Background: an optimization exercise with open tools, aiming at small area and a short achievable clock period. Do not read the settings as production practice.
Function was checked by simulation only, so behaviour that the tests miss may differ from the original.
Power and IR drop assume default switching activity.

## oak
// cpu
module cpu (
    input clk,
    input reset,
    output [31:0] iaddr,
    input [31:0] idata,
    output [31:0] daddr,
    input [31:0] drdata,
    output [31:0] dwdata,
    output [3:0] dwe
);
Size: ~5400 cells after synthesis, about 170 I/O pins, about 54000 um^2 of cells after synthesis.
clock: 15.0 ns
lec_check: 0
abc_clock_period_in_ps: 10000
cap_margin: 10
core_margin: 2
core_utilization: 40
cts_buf_list: sky130_fd_sc_hd__clkbuf_8
cts_cluster_size: 20
slew_margin: 10
synth_hierarchical: 1
standard.sh (not shown) runs the stock make flow with config.mk's settings and CLKGATE_MAP_FILE= SYNTH_SCRIPT=/design/flow/synth_recipe.tcl, a recipe that flattens the netlist after the stock synthesis.
==> flow/flow/run.sh <==
#!/bin/bash
# Layout flow: the standard ORFS flow (standard.sh, unchanged synthesis,
# floorplan, power grid, placement, CTS and routing), run with a larger setup
# repair margin so that timing repair keeps improving the critical paths, and
# with buf_2 cells as the port buffers. The make output goes to orfs_make.log;
# each ORFS step keeps its own log under orfs/logs/.
set -euo pipefail
bash standard.sh \
    SETUP_SLACK_MARGIN=5.5 \
    "BUFFER_PORTS_ARGS=-buffer_cell sky130_fd_sc_hd__buf_2" \
    finish > orfs_make.log 2>&1
The final layout from oak, which completed every stage, passed the timing, DRC and antenna checks at the end of the flow.
Input-level comparison between pine and oak:
diff --git a/flow/flow/run.sh b/flow/flow/run.sh
--- a/flow/flow/run.sh
+++ b/flow/flow/run.sh
@@ -7,5 +7,5 @@
 set -euo pipefail
 bash standard.sh \
-    SETUP_SLACK_MARGIN=5.5 \
+    SETUP_SLACK_MARGIN=5.2 \
     "BUFFER_PORTS_ARGS=-buffer_cell sky130_fd_sc_hd__buf_2" \
     finish > orfs_make.log 2>&1
Findings:
Shortest clock period the worst path allows after layout: pine vs oak up 0.099 ns
pine vs oak: switching power as a share of total power up in pine
The setup slack of pine is smaller than that of oak.
Between oak and pine, vias after detailed routing increased.
oak → pine: path length in cells of the critical path now sits at about the same level, power now sits higher.

---

## onyx
cpu, a different RTL version from the one above (not shown whole).
For scale: ~6200 cells after synthesis, about 170 I/O pins, about 57000 um2 of cells after synthesis.
// cpu
module cpu (
    input clk,
    input reset,
    output [31:0] iaddr,
    input [31:0] idata,
    output [31:0] daddr,
    input [31:0] drdata,
    output [31:0] dwdata,
    output [3:0] dwe
);
make LEC_CHECK=0 ABC_CLOCK_PERIOD_IN_PS=10000 CAP_MARGIN=20 CORE_MARGIN=2 CORE_UTILIZATION=40 SETUP_SLACK_MARGIN=5 SLEW_MARGIN=20 SYNTH_HIERARCHICAL=1 finish   # period 15.0 ns
run.sh (not shown) runs the stock make flow with config.mk's settings and CLKGATE_MAP_FILE= SYNTH_SCRIPT=/design/flow/synth_recipe.tcl, a recipe that flattens the netlist after the stock synthesis.
Stock flow here: none of the scripts above is used.
> inputs changed (onyx -> xenon)
- CORE_UTILIZATION: 40 -> 55
- CTS_BUF_LIST: unset -> sky130_fd_sc_hd__clkbuf_8
## What came out
As far as mean instance size in the synthesized netlist goes, onyx and xenon are indistinguishable; the numbers are identical. xenon has total number of vias above what onyx had. xenon finished every stage and its layout cleared the timing, DRC and antenna checks. onyx: done, clean on timing, DRC and antenna. Run comparison: onyx critical path capture point pc[3]; xenon critical path capture point daddr[28]. xenon ended up with in2out as its classification of the worst setup path; onyx ended up with in2reg. after synthesis and placement, the instance count of xenon is below that of onyx. Met1 layer wirelength in the final routing: xenon < onyx.

---

== build 12 ==
cpu, a different RTL version from the one above (not shown whole).
For scale: ~6000 cells after synthesis.
==> flow/design.v (excerpt) <==
module cpu (
    input clk,
    input reset,
    output [31:0] iaddr,
    input [31:0] idata,
    output [31:0] daddr,
    input [31:0] drdata,
    output [31:0] dwdata,
    output [3:0] dwe
);
    wire [6:0] op = idata[6:0];
    wire [2:0] f3 = idata[14:12];
    wire is_load   = ~op[6] & ~op[5] & ~op[4];
    wire is_store  = ~op[6] &  op[5] & ~op[4];
    wire is_branch =  op[6] & ~op[2];
    wire is_jal    =  op[6] &  op[3];
    wire is_jalr   =  op[6] &  op[2] & ~op[3];
    wire is_lui    = ~op[6] &  op[5] &  op[2];
    wire is_auipc  = ~op[6] & ~op[5] &  op[2];
    wire regwrite  = ~is_branch & ~is_store;
    wire s = idata[31];
    wire [31:0] imm_i  = {{20{s}}, idata[31:20]};
    wire [31:0] imm_ls = {{20{s}}, idata[31:25], is_store ? idata[11:7] : idata[24:20]};
    wire [31:0] imm_u  = {idata[31:12], 12'b0};
    wire [31:0] imm_b  = {{20{s}}, idata[7], idata[30:25], idata[11:8], 1'b0};
    wire [31:0] imm_j  = {{12{s}}, idata[19:12], idata[20], idata[30:21], 1'b0};
    wire [31:0] imm_pc = op[6] ? (op[2] ? imm_j : imm_b) : imm_u;    
    reg [31:1] pc;
    assign iaddr = {pc, 1'b0};
    wire [31:0] rv1, rv2;
    reg [31:0] wdata;
    registers REGISTERS(
        .clk(clk), .rs1(idata[19:15]), .rs2(idata[24:20]), .rd(idata[11:7]),
        .we(regwrite), .wdata(wdata), .rv1(rv1), .rv2(rv2)
    );
    wire [31:0] agu;
    ksadd AGU(.a(rv1), .b(imm_ls), .y(agu));
    assign daddr = agu;
    wire [31:0] a = rv1;
    wire [31:0] b = op[5] ? rv2 : imm_i;
    wire sub = op[6] | (~f3[2] & f3[1]) | ((f3 == 3'b000) & op[5] & idata[30]);
    wire [32:0] sum;
    wire [31:0] gn, pn, x;
  ...
clock: 15.0 ns
lec_check: 0
abc_clock_period_in_ps: 10000
cap_margin: 20
core_margin: 2
core_utilization: 50
cts_buf_list: sky130_fd_sc_hd__clkbuf_8
cts_cluster_size: 20
slew_margin: 20
synth_hierarchical: 1
standard.sh (not shown) runs the stock make flow with config.mk's settings and CLKGATE_MAP_FILE= SYNTH_SCRIPT=/design/flow/synth_recipe.tcl, a recipe that flattens the netlist after the stock synthesis.
==> flow/flow/run.sh <==
#!/bin/bash
# Layout flow: the standard ORFS flow (standard.sh, unchanged synthesis,
# floorplan, power grid, placement, CTS and routing), run with a larger setup
# repair margin so that timing repair keeps improving the critical paths, and
# with buf_2 cells as the port buffers. The make output goes to orfs_make.log;
# each ORFS step keeps its own log under orfs/logs/.
set -euo pipefail
bash standard.sh \
    SETUP_SLACK_MARGIN=5.8 \
    "BUFFER_PORTS_ARGS=-buffer_cell sky130_fd_sc_hd__buf_2" \
    finish > orfs_make.log 2>&1
The inputs of build 38 differ from those of build 12 as listed below.
diff --git a/flow/config.mk b/flow/config.mk
--- a/flow/config.mk
+++ b/flow/config.mk
@@ -10,3 +10,3 @@
 export CORE_MARGIN = 2
-export CORE_UTILIZATION = 50
+export CORE_UTILIZATION = 40
 export CTS_BUF_LIST = sky130_fd_sc_hd__clkbuf_8
Findings:
- Relative to build 12, the final cell area reported for build 38 is lower.
- Of build 12 and build 38, the run reporting the lower worst setup slack after layout was build 12.
- Relative to build 12, cell-internal power has gone down in build 38.
- The critical path capture point comes out daddr[31] in one run and dwdata[19] in the other, namely in build 12 and build 38 respectively.
- HPWL after detailed placement, build 12 and build 38: higher on build 12
diff inputs: build 38 => build 98
diff --git a/flow/flow/run.sh b/flow/flow/run.sh
--- a/flow/flow/run.sh
+++ b/flow/flow/run.sh
@@ -8,3 +8,3 @@
 bash standard.sh \
-    SETUP_SLACK_MARGIN=5.8 \
+    SETUP_SLACK_MARGIN=6.5 \
     "BUFFER_PORTS_ARGS=-buffer_cell sky130_fd_sc_hd__buf_2" \
diff --git a/flow/config.mk b/flow/config.mk
--- a/flow/config.mk
+++ b/flow/config.mk
@@ -12,3 +12,2 @@
 export CTS_BUF_LIST = sky130_fd_sc_hd__clkbuf_8
-export CTS_CLUSTER_SIZE = 20
 export SLEW_MARGIN = 20
Findings:
Diff build 98 and build 38: maximum frequency higher in build 38. [diff] first-pass GRT wire length, build 98 relative to build 38: regression. Number of nets in the layout, build 98 and build 38: larger value in build 98. Build 98 -> stages 100% | layout checks FAIL | max-capacitance violations, max-slew violations. Clock-buffer cell count (lower): build 38.
Changes in build 10 relative to build 98:
==> flow/run.sh (new file) <==
#!/bin/bash
# synth_recipe.tcl (not shown) runs the flow's synth.tcl, then flattens the netlist and writes it again
# the make line also repeats each setting of config.mk as NAME=value (left out here)
make -C /OpenROAD-flow-scripts/flow DESIGN_CONFIG=/design/flow/config.mk WORK_HOME=/design/flow/orfs CLKGATE_MAP_FILE= SYNTH_SCRIPT=/design/flow/synth_recipe.tcl finish
diff --git a/flow/config.mk b/flow/config.mk
--- a/flow/config.mk
+++ b/flow/config.mk
@@ -12,2 +12,3 @@
 export CTS_BUF_LIST = sky130_fd_sc_hd__clkbuf_8
+export SETUP_SLACK_MARGIN = 5
 export SLEW_MARGIN = 20
removed: flow/flow/run.sh
removed: flow/standard.sh
From the logs: build 98 reached the end of the flow and failed the layout checks with max-capacitance violations, max-slew violations. Build 10 ran to completion and came out clean on the timing, DRC and antenna checks. In the tables for build 98 and build 10, utilization after layout reads higher with build 98. Build 10 -> build 98: horizontal die dimension delta 0, exact match. Looking at count of pins over their slew limit, build 10 sits 10 lower than build 98 does. In the reports for build 98 and build 10, the larger period utilization belongs to build 10. Delta (build 10 minus build 98): non-clock buffer count dropped 121; hold-fix buffer count after cts held. Build 10 vs. build 98: cell count went down by 142, setup slack went down by 0.60 ns, met1 layer wirelength in the final routing went down 0.35%.

---

Another version of the RTL of cpu (not shown whole).
Size in the first run: ~5900 cells after synthesis, roughly 170 I/O pins.
==> flow/config.mk <==
export PLATFORM = sky130hd
export DESIGN_NAME = cpu
export DESIGN_NICKNAME = cpu
export VERILOG_FILES = /design/flow/design.v
export SDC_FILE = /design/flow/constraint.sdc
export NUM_CORES = 4
export LEC_CHECK = 0
export ABC_CLOCK_PERIOD_IN_PS = 10000
export CAP_MARGIN = 20
export CORE_MARGIN = 2
export CORE_UTILIZATION = 40
export SLEW_MARGIN = 20
export SYNTH_HIERARCHICAL = 1
==> flow/constraint.sdc <==
create_clock -name core_clock -period 15.0 [get_ports {clk}]
set_input_delay 3.0000 -clock core_clock [delete_from_list [all_inputs] [get_ports {clk}]]
set_output_delay 3.0000 -clock core_clock [all_outputs]
set_load 0.01 [all_outputs]
==> flow/flow/run.sh <==
#!/bin/bash
# Layout flow: the standard ORFS flow (standard.sh, unchanged synthesis,
# floorplan, power grid, placement, CTS and routing), run with a larger setup
# repair margin so that timing repair keeps improving the critical paths, and
# with buf_2 cells as the port buffers. The make output goes to orfs_make.log;
# each ORFS step keeps its own log under orfs/logs/.
set -euo pipefail
bash standard.sh \
    SETUP_SLACK_MARGIN=6.5 \
    "BUFFER_PORTS_ARGS=-buffer_cell sky130_fd_sc_hd__buf_2" \
    finish > orfs_make.log 2>&1
The first run finished with timing, DRC and antenna clean.
Then changed:
==> flow/run.sh (new file) <==
#!/bin/bash
# synth_recipe.tcl (not shown) runs the flow's synth.tcl, then flattens the netlist and writes it again
# the make line also repeats each setting of config.mk as NAME=value (left out here)
make -C /OpenROAD-flow-scripts/flow DESIGN_CONFIG=/design/flow/config.mk WORK_HOME=/design/flow/orfs CLKGATE_MAP_FILE= SYNTH_SCRIPT=/design/flow/synth_recipe.tcl finish
SETUP_SLACK_MARGIN = 5   (was not set)
removed: flow/flow/run.sh
removed: flow/standard.sh
What happened: Die area does not change; wire length climbs slightly; worst setup slack got worse by 610 ps; final cell count goes down slightly.

---

cpu, a different RTL version from the one above (not shown whole).
Size in the first run: ~5,900 cells after synthesis, roughly 170 I/O pins, about 0.055 mm² of cells after synthesis.
## cpu
module cpu (
    input clk,
    input reset,
    output [31:0] iaddr,
    input [31:0] idata,
    output [31:0] daddr,
    input [31:0] drdata,
    output [31:0] dwdata,
    output [3:0] dwe
);
clock: 15.0 ns
lec_check: 0
abc_clock_period_in_ps: 10000
cap_margin: 20
core_margin: 2
core_utilization: 40
cts_buf_list: sky130_fd_sc_hd__clkbuf_8
cts_cluster_size: 20
slew_margin: 20
synth_hierarchical: 1
==> flow/flow/run.sh <==
#!/bin/bash
# Layout flow: the standard ORFS flow (standard.sh, unchanged synthesis,
# floorplan, power grid, placement, CTS and routing), run with a larger setup
# repair margin so that timing repair keeps improving the critical paths, and
# with buf_2 cells as the port buffers. The make output goes to orfs_make.log;
# each ORFS step keeps its own log under orfs/logs/.
set -euo pipefail
bash standard.sh \
    SETUP_SLACK_MARGIN=5.8 \
    "BUFFER_PORTS_ARGS=-buffer_cell sky130_fd_sc_hd__buf_2" \
    finish > orfs_make.log 2>&1
Edit:
--- a/flow/flow/run.sh
+++ b/flow/flow/run.sh
@@ -9 +9 @@
-    SETUP_SLACK_MARGIN=5.8 \
+    SETUP_SLACK_MARGIN=5.5 \
--- a/flow/config.mk
+++ b/flow/config.mk
@@ -9 +9 @@
-export CAP_MARGIN = 20
+export CAP_MARGIN = 10
@@ -14 +14 @@
-export SLEW_MARGIN = 20
+export SLEW_MARGIN = 10
=> The new run finished with timing, DRC and antenna clean. Global-route usage went down by 0.28 points. Final area drops by 2.4%. Maximum frequency went down by about 1.9%. Power decreases by 1.3%. Synthesized cell count does not change.

---

## before
cpu, a different RTL version from the one above (not shown whole).
Size: ~5800 cells after synthesis, roughly 170 I/O pins, roughly 0.055 mm² of cells after synthesis.
export LEC_CHECK = 0
export ABC_CLOCK_PERIOD_IN_PS = 10000
export CAP_MARGIN = 10
export CORE_MARGIN = 2
export CORE_UTILIZATION = 40
export CTS_BUF_LIST = sky130_fd_sc_hd__clkbuf_8
export CTS_CLUSTER_SIZE = 20
export SLEW_MARGIN = 10
export SYNTH_HIERARCHICAL = 1
create_clock -name core_clock -period 15.0 [get_ports {clk}]
==> flow/flow/run.sh <==
#!/bin/bash
# Layout flow: the standard ORFS flow (standard.sh, unchanged synthesis,
# floorplan, power grid, placement, CTS and routing), run with a larger setup
# repair margin so that timing repair keeps improving the critical paths, and
# with buf_2 cells as the port buffers. The make output goes to orfs_make.log;
# each ORFS step keeps its own log under orfs/logs/.
set -euo pipefail
bash standard.sh \
    SETUP_SLACK_MARGIN=5.8 \
    "BUFFER_PORTS_ARGS=-buffer_cell sky130_fd_sc_hd__buf_2" \
    finish > orfs_make.log 2>&1
The following lists how after was set up differently from before:
--- a/flow/flow/run.sh
+++ b/flow/flow/run.sh
@@ -7,5 +7,5 @@
 set -euo pipefail
 bash standard.sh \
-    SETUP_SLACK_MARGIN=5.8 \
+    SETUP_SLACK_MARGIN=5.5 \
     "BUFFER_PORTS_ARGS=-buffer_cell sky130_fd_sc_hd__buf_2" \
     finish > orfs_make.log 2>&1
- Against before, static leakage in after fell by a few percent.
- Compared with before, after is more frugal on power.
- Taking before as the reference, in after final standard cell area without fillers shrank by 3.5%, maximum clock frequency shrank by 1.6%, core occupancy in the finished layout shrank by 1.7 points.
- Delta (after minus before): ratio of final minimum period to clock period moved up; count of clock-buffer cells in the layout down about 2.8%.
- Via count, after vs before: down by a few percent
- Compared with before, in after total length of routed met3 wires shrank by about 8%; number of gates on the worst path with buffers counted shrank by 1.
- after ran to completion and came out clean on the timing, DRC and antenna checks.

## what the ideal ports hide
In the flow no input, the clock included, has a driving cell. The finished layouts below were timed again as built, in two steps.
Step 1, drivers: a clkbuf_16 drives clk and a buf_2 each remaining input, both assumed.
Step 2, shift: input delay + t, output delay - t, t = (earliest + latest rising clock arrival at the registers) / 2. This alone moves slack from input paths to output paths.
a / b / c = no drivers / after step 1 / after step 2; a / b = the first two.
| run | t (ns) | setup WS [ns] | latest minus earliest clock arrival (ns) | worst register clock-pin slew, ns | cell pins on the clock port's net |
|---|---|---|---|---|---|
| oak | 0.963 | 5.123 / 5.039 / 4.327 | 0.068 / 0.069 | 0.07 / 0.07 | 1 |
| pine | 0.987 | 5.024 / 4.935 / 4.220 | 0.066 / 0.066 | 0.07 / 0.07 | 1 |
| onyx | 0.831 | 4.755 / 4.805 / 3.974 | 0.055 / 0.055 | 0.07 / 0.07 | 1 |
| xenon | 0.974 | 4.632 / 4.608 / 3.884 | 0.056 / 0.056 | 0.09 / 0.09 | 1 |
| build 12 | 0.992 | 5.515 / 5.427 / 4.663 | 0.036 / 0.036 | 0.07 / 0.07 | 1 |
| build 38 | 0.991 | 5.624 / 5.534 / 4.693 | 0.056 / 0.056 | 0.07 / 0.07 | 1 |
| build 98 | 0.977 | 5.521 / 5.416 / 5.416 | 0.071 / 0.072 | 0.07 / 0.07 | 1 |
| build 10 | 1.016 | 4.920 / 4.854 / 4.161 | 0.059 / 0.059 | 0.08 / 0.08 | 1 |
| the first run of note 4 | 0.832 | 5.455 / 5.315 / 5.315 | 0.064 / 0.063 | 0.07 / 0.07 | 1 |
| the second run of note 4 | 0.835 | 4.842 / 4.808 / 4.209 | 0.043 / 0.043 | 0.08 / 0.08 | 1 |
| the first run of note 5 | 0.989 | 5.549 / 5.460 / 4.940 | 0.077 / 0.076 | 0.09 / 0.09 | 1 |
| the second run of note 5 | 1.023 | 5.371 / 5.302 / 4.400 | 0.069 / 0.070 | 0.07 / 0.07 | 1 |
| before | 1.015 | 5.416 / 5.359 / 4.768 | 0.075 / 0.075 | 0.08 / 0.08 | 1 |
| after | 1.019 | 5.261 / 5.236 / 4.389 | 0.050 / 0.050 | 0.09 / 0.09 | 1 |
For the second run of note 5, which loses most, drivers alone change the setup slack by -0.069 ns; drivers and shift together by -0.971 ns.
